This is an optimization exercise on Yosys and OpenROAD, whose aim is small area, not a production implementation. The RTL was checked by simulation tests, not by an equivalence proof against the original design. The clock port is modelled as an ideal driver; clocking choices that lean on that would not hold on a real chip. No activity file was given, so power comes from the tool's default toggle rates.

## ld19_rx_top
module ld19_rx_top( uart_rx, sysclk, rst, led, led0_r, led0_g, led0_b );
    input uart_rx;
    input sysclk;
    input rst;
    output [1:0] led;
    output led0_r;
    output led0_g;
    output led0_b;
    localparam [4:0] INIT = 5'd8, INIT_HIGH = 5'd9, RDY = 5'd10,
                     H0 = 5'd11, H19 = 5'd30, H20 = 5'd31;
    localparam [4:0] TSTART = 5'd0, TEND = 5'd19, TEV = 5'd1;
    localparam [7:0] header = 8'h54;
    reg [4:0] ph;
    reg [4:0] tm;
    reg       mm;
    wire run  = (ph >= H0);
    wire tick = (tm == TEND);
    wire ev   = (ph == H19) && (tm == TEV);
    wire [4:0] rel  = ph - 5'd13;
    wire samp = tick && (ph >= 5'd13) && (ph <= 5'd27) && ph[0];
    wire expb = header[rel[3:1]];
    always @(posedge sysclk) begin
        tm <= (!run || tick) ? TSTART : {tm[3:0], ~(tm[4] ^ tm[2])};
        if (rst)
            ph <= INIT;
        else if (ph == INIT) begin
            if (uart_rx) ph <= INIT_HIGH;
        end else if (ph == INIT_HIGH || ph == RDY) begin
            if (!uart_rx) ph <= ph + 1'b1;
        end else if (tick)
            ph <= (ph == H20) ? RDY : ph + 1'b1;
        if (rst || ev)
            mm <= 1'b0;
        else if (samp && (uart_rx != expb))
            mm <= 1'b1;
    end
    reg [8:0] pb;
    reg [2:0] pk;
    reg [2:0] se;
    reg       tog;
    wire       pb0  = (pb[7:0] == 8'd0);
    wire       pend = pb[8] & pb[7] & !pb[6] & !pb[3] & pb[2] & pb[1] & pb[0];
    wire [8:0] pbn  = {pb[7:0], ~(pb[8] ^ pb[4])};
    wire       pk5  = !pk[2] & pk[1] & !pk[0];
  ...
Size in the first run: ~27 flip-flops, ~1000 µm² of cells after synthesis.
export LEC_CHECK = 0
export CAP_MARGIN = 20
export CORE_AREA = 2.3 2.7 67.7 67.3
export DIE_AREA = 0 0 70 70
export GPL_TIMING_DRIVEN = 0
export SLEW_MARGIN = 20
create_clock -name core_clock -period 10.0 [get_ports {sysclk}]
standard.sh (not shown) runs the stock make flow with config.mk's settings and CLKGATE_MAP_FILE= SYNTH_SCRIPT=/design/flow/synth_recipe.tcl, a recipe that flattens the netlist after the stock synthesis.
==> flow/flow/run.sh <==
#!/bin/bash
# Own layout flow: the standard flow (standard.sh) with these changes:
#  - synthesis: the same ORFS synthesis script (my_synth.tcl wraps it like
#    synth_recipe.tcl), but ABC maps with several area-oriented scripts
#    (abc/*.abc) and the smallest result is kept; yosys's full-adder
#    extraction is skipped (ADDER_MAP_FILE empty);
#  - port buffers use the smallest buffer cell;
#  - the clock is distributed by a single clock buffer (clkbuf.tcl, run
#    before CTS) instead of a two-level tree.
# Each tool's full output is in orfs/logs/sky130hd/ld19_rx_top/base/; make's own
# output is in standard.log.
W=$(pwd)
export MY_ABC_DIR=$W/flow/abc
bash standard.sh \
  SYNTH_SCRIPT=$W/flow/my_synth.tcl \
  ADDER_MAP_FILE= \
  SYNTH_INSBUF=0 \
  "BUFFER_PORTS_ARGS=-buffer_cell sky130_fd_sc_hd__buf_1" \
  PRE_CTS_TCL=$W/flow/clkbuf.tcl \
  "CTS_ARGS=-sink_clustering_enable -repair_clock_nets -clk_nets sysclk" \
  finish > standard.log 2>&1
Other scripts of this flow, unchanged in this note and not shown: flow/flow/abc/a1.abc, flow/flow/abc/a2.abc, flow/flow/abc/a3.abc, flow/flow/abc/a4.abc, flow/flow/abc/a5.abc, flow/flow/abc/a6.abc, flow/flow/abc/a7.abc, flow/flow/abc/d0_20.abc, flow/flow/abc/d0_50.abc, flow/flow/abc/d3_20.abc, flow/flow/abc/d3_50.abc, flow/flow/abc/d5_20.abc, flow/flow/abc/d5_50.abc, flow/flow/abc/e0_20.abc, flow/flow/abc/e0_50.abc, flow/flow/abc/e3_20.abc, flow/flow/abc/e3_50.abc, flow/flow/abc/e5_20.abc, flow/flow/abc/e5_50.abc, flow/flow/clkbuf.tcl, flow/flow/my_synth.tcl
Rerun with:
--- a/flow/flow/run.sh
+++ b/flow/flow/run.sh
@@ -15,5 +15,4 @@
   SYNTH_SCRIPT=$W/flow/my_synth.tcl \
   ADDER_MAP_FILE= \
-  SYNTH_INSBUF=0 \
   "BUFFER_PORTS_ARGS=-buffer_cell sky130_fd_sc_hd__buf_1" \
   PRE_CTS_TCL=$W/flow/clkbuf.tcl \
Settings changed: GPL_TIMING_DRIVEN 0 to not set.
Via count went up by 5.5%.
Power went up by 0.81%.
Cell count went up by 0.60%.
Setup slack is better by 19 ps.
Die area stays the same.

-- what the ideal ports hide --
The results above use ideal ports. As a check the final layouts listed here were re-extracted and re-timed, cells and wires unchanged.
Step 1 assumes that a clkbuf_16 drives the clock port and a buf_2 every other input.
Step 2 times the ports against the registers' clock, not the clock port: input delays grow and output delays shrink by t, the midpoint of the rising clock arrivals with the driver on.
Slacks: no drivers / after step 1 / after step 2; pairs: no drivers / after step 1.
run	t, ns	setup WS [ns]	cell pins on the clock port's net
the first run	0.188	6.610 / 6.579 / 6.635	1
the second run	0.190	6.629 / 6.598 / 6.693	1
After both steps setup and hold are still met in every run listed.
